Background: an optimization exercise with open tools, aiming at small area, a short achievable clock period and few clock cycles. Do not read the settings as production practice. Only simulation tests tie the RTL to the original design; equivalence was not proved.

<file path="flow/config.mk">
export PLATFORM = sky130hd
export DESIGN_NAME = BalotelliMulDiv
export DESIGN_NICKNAME = BalotelliMulDiv
export VERILOG_FILES = /design/flow/design.v
export SDC_FILE = /design/flow/constraint.sdc
export NUM_CORES = 4
export LEC_CHECK = 0
export CAP_MARGIN = 20
export CORE_MARGIN = 2
export CORE_UTILIZATION = 40
export SETUP_SLACK_MARGIN = 3.5
export SLEW_MARGIN = 20
</file>
<file path="flow/constraint.sdc">
create_clock -name core_clock -period 8.0 [get_ports {Clk}]
set_input_delay 1.6000 -clock core_clock [delete_from_list [all_inputs] [get_ports {Clk}]]
set_output_delay 1.6000 -clock core_clock [all_outputs]
set_load 0.01 [all_outputs]
</file>
<file path="flow/design.v">
module BalotelliMulDiv (
  input Clk,
  input Rst,
  input InValid,
  input [3:0] InOp,
  input [63:0] InA,
  input [63:0] InB,
  output InReady,
  output OutValid,
  output [63:0] OutResult
);
  reg SMul;          
  reg SShift;        
  reg SStep1;        
  reg SStep4;        
  reg Rdy;           
  reg First;         
  reg QPrev;         
  reg OpW, OpRem;
  reg NegA, NegB, Dz;
  reg [6:0] Cnt;     
  reg TV;            
  reg TW, TQ, TNeg;
  reg OV;
  reg ASelAlt, BSelC, BSelD, ACin;
  reg A3SelAlt;
  reg [63:0] X1, S, C, Out;
  reg [64:0] X2, X3;
  assign InReady = Rdy;
  assign OutValid = OV;
  assign OutResult = Out;
  function [6:0] clz64(input [63:0] v);
    reg [1:0] c1 [0:31];
    reg z1 [0:31];
    reg [2:0] c2 [0:15];
    reg z2 [0:15];
    reg [3:0] c3 [0:7];
    reg z3 [0:7];
    reg [4:0] c4 [0:3];
    reg z4 [0:3];
    reg [5:0] c5 [0:1];
    reg z5 [0:1];
    integer i;
    begin
      for (i = 0; i < 32; i = i + 1) begin
        z1[i] = ~(v[2*i+1] | v[2*i]);
        c1[i] = {1'b0, ~v[2*i+1]};
      end
      for (i = 0; i < 16; i = i + 1) begin
        z2[i] = z1[2*i+1] & z1[2*i];
        c2[i] = z1[2*i+1] ? {1'b1, c1[2*i][0]} : {1'b0, c1[2*i+1][0]};
      end
      for (i = 0; i < 8; i = i + 1) begin
        z3[i] = z2[2*i+1] & z2[2*i];
        c3[i] = z2[2*i+1] ? {1'b1, c2[2*i][1:0]} : {1'b0, c2[2*i+1][1:0]};
      end
      for (i = 0; i < 4; i = i + 1) begin
        z4[i] = z3[2*i+1] & z3[2*i];
        c4[i] = z3[2*i+1] ? {1'b1, c3[2*i][2:0]} : {1'b0, c3[2*i+1][2:0]};
      end
      for (i = 0; i < 2; i = i + 1) begin
        z5[i] = z4[2*i+1] & z4[2*i];
        c5[i] = z4[2*i+1] ? {1'b1, c4[2*i][3:0]} : {1'b0, c4[2*i+1][3:0]};
      end
      if (z5[1] & z5[0]) clz64 = 7'd64;
      else clz64 = z5[1] ? {2'b01, c5[0][4:0]} : {2'b00, c5[1][4:0]};
    end
  endfunction
  wire [63:0] AddAlt = (TQ ? C : S) ^ {64{TNeg}};
  wire [63:0] AddA = ASelAlt ? AddAlt : S;
  wire [63:0] AddB = (C & {64{BSelC}}) | (~X2[63:0] & {64{BSelD}});
  wire [65:0] AddWide = {1'b0, AddA, ACin} + {1'b0, AddB, ACin};
  wire [64:0] AddSum = AddWide[65:1];
  wire [66:0] Sub2Wide = {2'b00, S, ~NegB} + {1'b0, ~{X2[63:0], NegB}, ~NegB};
  wire [65:0] Sub2 = Sub2Wide[66:1];
  wire [64:0] A3 = A3SelAlt ? (SStep1 ? {2'b00, X2[64:2]} : {1'b0, X1}) : {1'b0, S};
  wire [64:0] B3 = SStep1 ? {1'b0, X2[64:2], NegB} : (~X3 & {65{~SShift}});
  wire C3In = SStep1 ? NegB : (SShift ? NegA : ~NegB);
  wire [66:0] Add3Wide = {1'b0, A3, C3In} + {1'b0, B3, C3In};
  wire [65:0] Add3 = Add3Wide[66:1];
  wire Ge1 = AddSum[64] & ~X2[64];
  wire Ge2 = Sub2[65];
  wire Ge3 = Add3[65];
  wire Q1 = SStep4 & (Ge3 | Ge2);
  wire Q0 = SStep4 ? (Ge3 | (Ge1 & ~Ge2)) : Ge1;
  wire [63:0] Qm = X2[63:0];
  function [63:0] booth_pp(input [2:0] b, input [63:0] m);
    reg neg, one, two;
    begin
      neg = b[2] & ~(b[1] & b[0]);
      one = b[1] ^ b[0];
      two = (b[2] & ~b[1] & ~b[0]) | (~b[2] & b[1] & b[0]);
      booth_pp = (({64{one}} & m) | ({64{two}} & {m[62:0], 1'b0})) ^ {64{neg}};
    end
  endfunction
  wire [16:0] Qx = {Qm[15:0], QPrev};
  wire [7:0] Ng;
  wire [63:0] PP [0:7];
  genvar k;
  generate
    for (k = 0; k < 8; k = k + 1) begin : g_pp
      wire [2:0] bd = Qx[2*k+2:2*k];
      assign Ng[k] = bd[2] & ~(bd[1] & bd[0]);
      assign PP[k] = booth_pp(bd, X1 << (2*k));
    end
  endgenerate
  wire [63:0] S0 = First ? 64'h0 : S;
  wire [63:0] C0 = First ? 64'h0 : C;
  function [127:0] csa(input [63:0] x, input [63:0] y, input [63:0] z, input n);
    reg [63:0] m;
    begin
      m = (x & y) | (x & z) | (y & z);
      csa = {x ^ y ^ z, m[62:0], n};
    end
  endfunction
  wire [127:0] Ra = csa(PP[0], PP[1], PP[2], Ng[0]);
  wire [127:0] Rb = csa(PP[3], PP[4], PP[5], Ng[1]);
  wire [127:0] Rc = csa(PP[6], PP[7], S0, Ng[2]);
  wire [127:0] Rd = csa(Ra[127:64], Ra[63:0], Rb[127:64], Ng[3]);
  wire [127:0] Re = csa(Rb[63:0], Rc[127:64], Rc[63:0], Ng[4]);
  wire [127:0] Rf = csa(Rd[127:64], Rd[63:0], Re[127:64], Ng[5]);
  wire [127:0] Rg = csa(Rf[127:64], Rf[63:0], Re[63:0], Ng[6]);
  wire [127:0] Rh = csa(Rg[127:64], Rg[63:0], C0, Ng[7]);
  wire [63:0] S2 = Rh[127:64];
  wire [63:0] C2 = Rh[63:0];
  wire MulLastNext = (&Qm[63:31]) | ~(|Qm[63:31]);
  wire [63:0] QmNext = {{16{Qm[63]}}, Qm[63:16]};
  wire MulLastIn = (&InB[63:15]) | ~(|InB[63:15]) |
                   (InOp[3] & ((&InB[31:15]) | ~(|InB[31:15])));
  wire InSg = ~InOp[0] | ~InOp[2];
  wire [63:0] InAExt = InOp[3] ? {{32{InSg & InA[31]}}, InA[31:0]} : InA;
  wire [63:0] InBExt = InOp[3] ? {{32{InSg & InB[31]}}, InB[31:0]} : InB;
  wire InNegA = InOp[2] & ~InOp[0] & (InOp[3] ? InA[31] : InA[63]);
  wire InNegB = InOp[2] & ~InOp[0] & (InOp[3] ? InB[31] : InB[63]);
  wire [63:0] InV = InAExt ^ {64{InNegA}};
  wire [63:0] InY = InBExt ^ {64{InNegB}};
  wire [63:0] PVLen = InNegA ? {InV[62:0], 1'b1} : InV;
  wire [63:0] PY = InY;
  wire PDz = ~(|InY) & ~InNegB;
  wire [7:0] PJ = {1'b0, clz64(PY)} - {1'b0, clz64(PVLen)};
  wire PSkip = PJ[7] | PDz;
  wire [5:0] Half = Cnt[6:1] + {5'b0, Cnt[0]};
  reg [64:0] Sh;
  always @(*) begin
    Sh = X2;
    if (Half[0]) Sh = {Sh[62:0], {2{NegB}}};
    if (Half[1]) Sh = {Sh[60:0], {4{NegB}}};
    if (Half[2]) Sh = {Sh[56:0], {8{NegB}}};
    if (Half[3]) Sh = {Sh[48:0], {16{NegB}}};
    if (Half[4]) Sh = {Sh[32:0], {32{NegB}}};
    if (Half[5]) Sh = {Sh[0], {64{NegB}}};
  end
  wire [63:0] Res = TW ? {{32{AddSum[31]}}, AddSum[31:0]} : AddSum[63:0];
  wire Busy = SMul | SShift | SStep1 | SStep4;
  wire TVNext = Rst & Rdy & Busy;
  wire ShNext = Rdy & InValid & InOp[2];
  wire TNegNext = OpRem ? NegA : (NegA ^ NegB);
  always @(posedge Clk) begin
    if (Rdy) begin
      X1 <= InV;
      X2 <= {1'b0, InY};
      NegA <= InNegA;
      NegB <= InNegB;
      Dz <= PDz;
      OpW <= InOp[3];
      OpRem <= InOp[1];
    end else if (SMul) begin
      X1 <= {X1[47:0], 16'h0000};
      X2 <= {1'b0, QmNext};
    end else if (SShift) begin
      X2 <= Sh;
    end else begin
      X2 <= {2'b00, X2[64:2]};
    end
    X3 <= SStep1 ? Add3[64:0] : {2'b00, X3[64:2]};
    if (SMul) begin
      S <= S2;
      C <= C2;
    end else begin
      if (SShift | (Q1 & Q0)) S <= Add3[63:0];
      else if (Q1) S <= Sub2[63:0];
      else if (Q0) S <= AddSum[63:0];
      if (SShift) C <= 64'h0;
      else if (SStep4) C <= {C[61:0], Q1, Q0};
      else C <= {C[62:0], Q0};
    end
    Out <= Res;
    QPrev <= Rdy ? 1'b0 : Qm[15];
    First <= Rdy;
    if (Rdy) begin
      Cnt <= PJ[6:0];
    end else if (SShift) begin
      Cnt <= {1'b0, Half};
    end else if (SStep4) begin
      Cnt <= Cnt - 7'd1;
    end
    TW <= OpW;
    TQ <= ~OpRem;
    TNeg <= TNegNext | (~OpRem & Dz);
    ASelAlt <= TVNext & ~SMul;
    BSelC <= TVNext & SMul;
    BSelD <= ~TVNext;
    ACin <= TVNext ? (~SMul & TNegNext & ~(~OpRem & Dz)) : ~NegB;
    A3SelAlt <= ShNext | (~Rdy & SShift);
    if (!Rst) begin
      SMul <= 1'b0;
      SShift <= 1'b0;
      SStep1 <= 1'b0;
      SStep4 <= 1'b0;
      Rdy <= 1'b1;
      TV <= 1'b0;
      OV <= 1'b0;
    end else begin
      TV <= TVNext;
      OV <= TV;
      if (Rdy) begin
        SMul <= InValid & ~InOp[2];
        SShift <= InValid & InOp[2];
        SStep1 <= 1'b0;
        SStep4 <= 1'b0;
        Rdy <= ~InValid | (InOp[2] ? PSkip : MulLastIn);
      end else begin
        SShift <= 1'b0;
        SStep1 <= SShift;
        SStep4 <= SStep1 | SStep4;
        if (SMul) Rdy <= MulLastNext;
        else if (SShift) Rdy <= Cnt == 7'd0;
        else if (SStep1) Rdy <= Cnt == 7'd1;
        else Rdy <= Cnt == 7'd2;
      end
    end
  end
endmodule
</file>
<file path="flow/run.sh">
#!/bin/bash
# synth_recipe.tcl (not shown) runs the flow's synth.tcl, then flattens the netlist and writes it again
# the make line also repeats each setting of config.mk as NAME=value (left out here)
make -C /OpenROAD-flow-scripts/flow DESIGN_CONFIG=/design/flow/config.mk WORK_HOME=/design/flow/orfs CLKGATE_MAP_FILE= SYNTH_SCRIPT=/design/flow/synth_recipe.tcl finish
</file>
==> notes.md <==
status=timing/DRC/antenna clean; register area share after synthesis=15.43%; RSZ-0062 raised after global routing=true; die area=0.1610 mm²; cell family with most CP delay=adder cells; gr ovfl total=0; Ports=201; Worst-path clk slew=0.06 ns; number of max-cap violations=0; final hold vios=0; Initial Util=40.36%; DR pass1 iterations=10; DR iter-0 viols=10,030; Vias=69,080; Avg Cell Area, Syn=7.944 µm²; H-Tree Depth=2; synthesis-to-layout area growth=25.89%; Critical path origin=X2[10]$_DFF_P_; top cells by area, synth=fa_1, xnor2_1, dfxtp_1; Fin Clk Skew=0.04067 ns; worst r2r src=X2[10]$_DFF_P_; setup TNS=0 ns; routability cong.=1.074; root buffer cell=clkbuf_16; delay of the slowest cell on the worst path=0.56 ns; Post-synth EDFFs=143; final setup vio count=0; Core Box Area=0.1564 mm²; Setup crit end=S[56]$_DFFE_PP_; R2R setup slack=2.94 ns; Async S/R FF share, synth=0%; cts bufs inserted=55; crit path max fanout=13; Crit path top cell by count=fa_2; Post-Synthesis Cells=7,946; clock tree buffer depth=3; Crit. End Element=flop; routed vias/inst=6.692; dpl hpwl=244,300 µm; synth cell count leaders=xnor2_1, a21oi_1, nand2_1; Routed WL=356,700 µm; top cell type's share of synthesized area=15.92%; CP arrival=5.52 ns; global-route wire length before repair=490,900 µm; synthesized flop and latch total=415; syn nets=8,798; TritonCTS clock tree=yes; worst reg2reg path endpoint=S[56]$_DFFE_PP_; nets=9,054; Max Fclk=0.1975 GHz; CP startpoint kind=flop; Distinct cells, synth=103; post-route minimum period=5.065 ns; vias in the first global route=66,230; largest net degree at the start of global routing=91; Site Rows=145; Synth area leader=fa_1; Slowest-stage cell, CP=fa_2; Main synth FF type=dfxtp_1; max-slew violation count=0; CP cell instances=clkinvlp_4 -> nand2_2 -> o22ai_4 -> buf_12 -> buf_4 -> buf_16 -> buf_12 -> a22oi_2 -> xnor2_2 -> fa_2 -> inv_1 -> fa_2 -> fa_2 -> fa_2 -> fa_1 -> inv_2 -> a222oi_1 -> o21ai_1; Die H=401.3 µm; slew margin rel.=15.92%; initial antenna violation count=26; port bufs=200; CP Data Required Time=8.46 ns; final worst-path cycle share=63.31%; Tot GR Track Use=42.14%; # clock sinks=415; Post-Syn Area=0.06312 mm²; hold_buf cts=0; Antenna Violating Nets Remaining=0; Wirelength per Cell=34.55 µm; Hold Crit Class=reg -> reg; Die X=401.3 µm; Levels on crit path=18; Synth Warn #=21; fraction of layout cells with a size suffix above 1=20.72%; Worst-Skew Late Latency=0.74 ns; count leader, synth=xnor2_1; worst slew pin tran=1.254 ns; drt drc=0; CP Buf/Inv Count=7; Setup CP Type=reg -> reg; worst r2r path cells=18
## cells in the final DEF, fill, tap and decap left out, types with 139 or more instances in the layout
master | Yosys | routed
xnor2_1 | 711 | 671
nand2_1 | 613 | 594
a21oi_1 | 613 | 563
inv_1 | 593 | 547
nor2_1 | 509 | 492
buf_4 | 3 | 441
o21ai_0 | 456 | 406
fa_1 | 502 | 363
a22oi_1 | 461 | 352
dfxtp_1 | 272 | 235
mux2i_1 | 215 | 205
clkdlybuf4s50_1 | 0 | 169
ha_1 | 215 | 156
o22ai_1 | 172 | 149
edfxtp_1 | 143 | 143
fa_2 | 0 | 139
## kinds of logic (layout without fill, tap and decap cells)
family	count (synthesis)	after routing	synth area share (%)
muxes	328	328	5.929
adders and majority gates	717	717	20.18
buffers and inverters	1338	1627	8.113
xor gates and xnor gates	846	846	11.74
other	0	17	0
and+or+nand+nor	1844	1852	13.53
AOI/OAI and AO/OA	2458	2463	25.08
DFF	415	415	15.43
## how the worst min path moves through the flow
stage / cells past startpoint / end / slack [ns] / start
floorplan: 0 / TW$_DFF_P_ / 0.32 / OpW$_DFFE_PP_
global placement: 0 / TW$_DFF_P_ / 0.39 / OpW$_DFFE_PP_
detailed placement: 0 / TW$_DFF_P_ / 0.37 / OpW$_DFFE_PP_
CTS: 0 / TW$_DFF_P_ / 0.39 / OpW$_DFFE_PP_
global route: 0 / TW$_DFF_P_ / 0.40 / OpW$_DFFE_PP_
finish: 0 / TW$_DFF_P_ / 0.41 / OpW$_DFFE_PP_
## worst reg2reg max path, cell delays in order (launching register included)
cell	delay (ns)
dfxtp_4	0.45
clkinvlp_4	0.21
nand2_2	0.12
o22ai_4	0.08
buf_12	0.15
buf_4	0.15
buf_16	0.16
buf_12	0.15
a22oi_2	0.16
xnor2_2	0.11
fa_2	0.56
inv_1	0.05
fa_2	0.56
fa_2	0.44
fa_2	0.38
fa_1	0.53
inv_2	0.07
a222oi_1	0.37
o21ai_1	0.11
## through the flow
| step | cell area, µm² | setup slack [ns] | utilization [%] | hold slack [ns] | instances |
|---|---|---|---|---|---|
| after floorplan | 63880 | 2.693 | - | 0.3233 | 7946 |
| after global placement | 67070 | 1.000 | 42.89 | 0.3862 | 9697 |
| after detailed placement | 67070 | 1.111 | 42.89 | 0.3741 | 9697 |
| after CTS | 76730 | 3.062 | 49.06 | 0.3879 | 10200 |
| after global routing | 79440 | 2.862 | 50.80 | 0.4000 | 10310 |
| final | 79470 | 2.935 | 50.81 | 0.4067 | 10320 |
## layout make-up
cell class / count / area [µm²]
Fill cell: 14640 / 76920
Tap cell: 2058 / 2575
Timing Repair inverter: 9 / 88.84
Multi-Input combinational cell: 6206 / 51960
Antenna cell: 17 / 42.54
Timing Repair Buffer: 912 / 10550
Clock buffer: 68 / 1506
Sequential cell: 415 / 9841
Clock inverter: 35 / 478.0
Inverter: 603 / 2431
## registers in the layout, summed over array words and instances (netlist names), 7 cells and up
signal,cells
Cnt,7
X2,65
C,64
Out,64
X1,64
S,64
X3,65
## routing by layer
| layer | track usage (%) | wire length [µm] |
|---|---|---|
| met2 | 63.33 | 150900 |
| met3 | 15.33 | 45430 |
| met5 | 3.598 | 913 |
| met1 | 48.03 | 122400 |
| met4 | 33.55 | 37080 |
## repair_timing
item | CTS | global route
gates resized for setup | 766 | 437
endpoints found under the setup margin | 267 | 206
gates cloned | 57 | 10
buffers inserted | 347 | 92
hold endpoints to repair | 0 | 0
pin swaps | 234 | 264
Testbench counts, summed over its fixed seeds: cycles 12,975.

-- what the ideal ports hide --
Ports are ideal in the flow. The routed layout listed here was re-timed in OpenROAD. Step 1, drivers: a clkbuf_16 drives Clk and a buf_2 each remaining input, both assumed. Step 2, shift: input delay + t, output delay - t, t = (earliest + latest rising clock arrival at the registers) / 2. This alone moves slack from input paths to output paths. Three values: ideal, step 1, step 2; two values: the first two.
shift t [ns]: 0.810
setup WS [ns]: 2.935 / 2.935 / 2.137
worst setup path at the end: input to register
worst register clock-pin slew, ns: 0.08 / 0.08
After both steps this run still meets setup and hold. For this run, drivers alone change the setup slack by 0.000 ns; drivers and shift together by -0.798 ns.
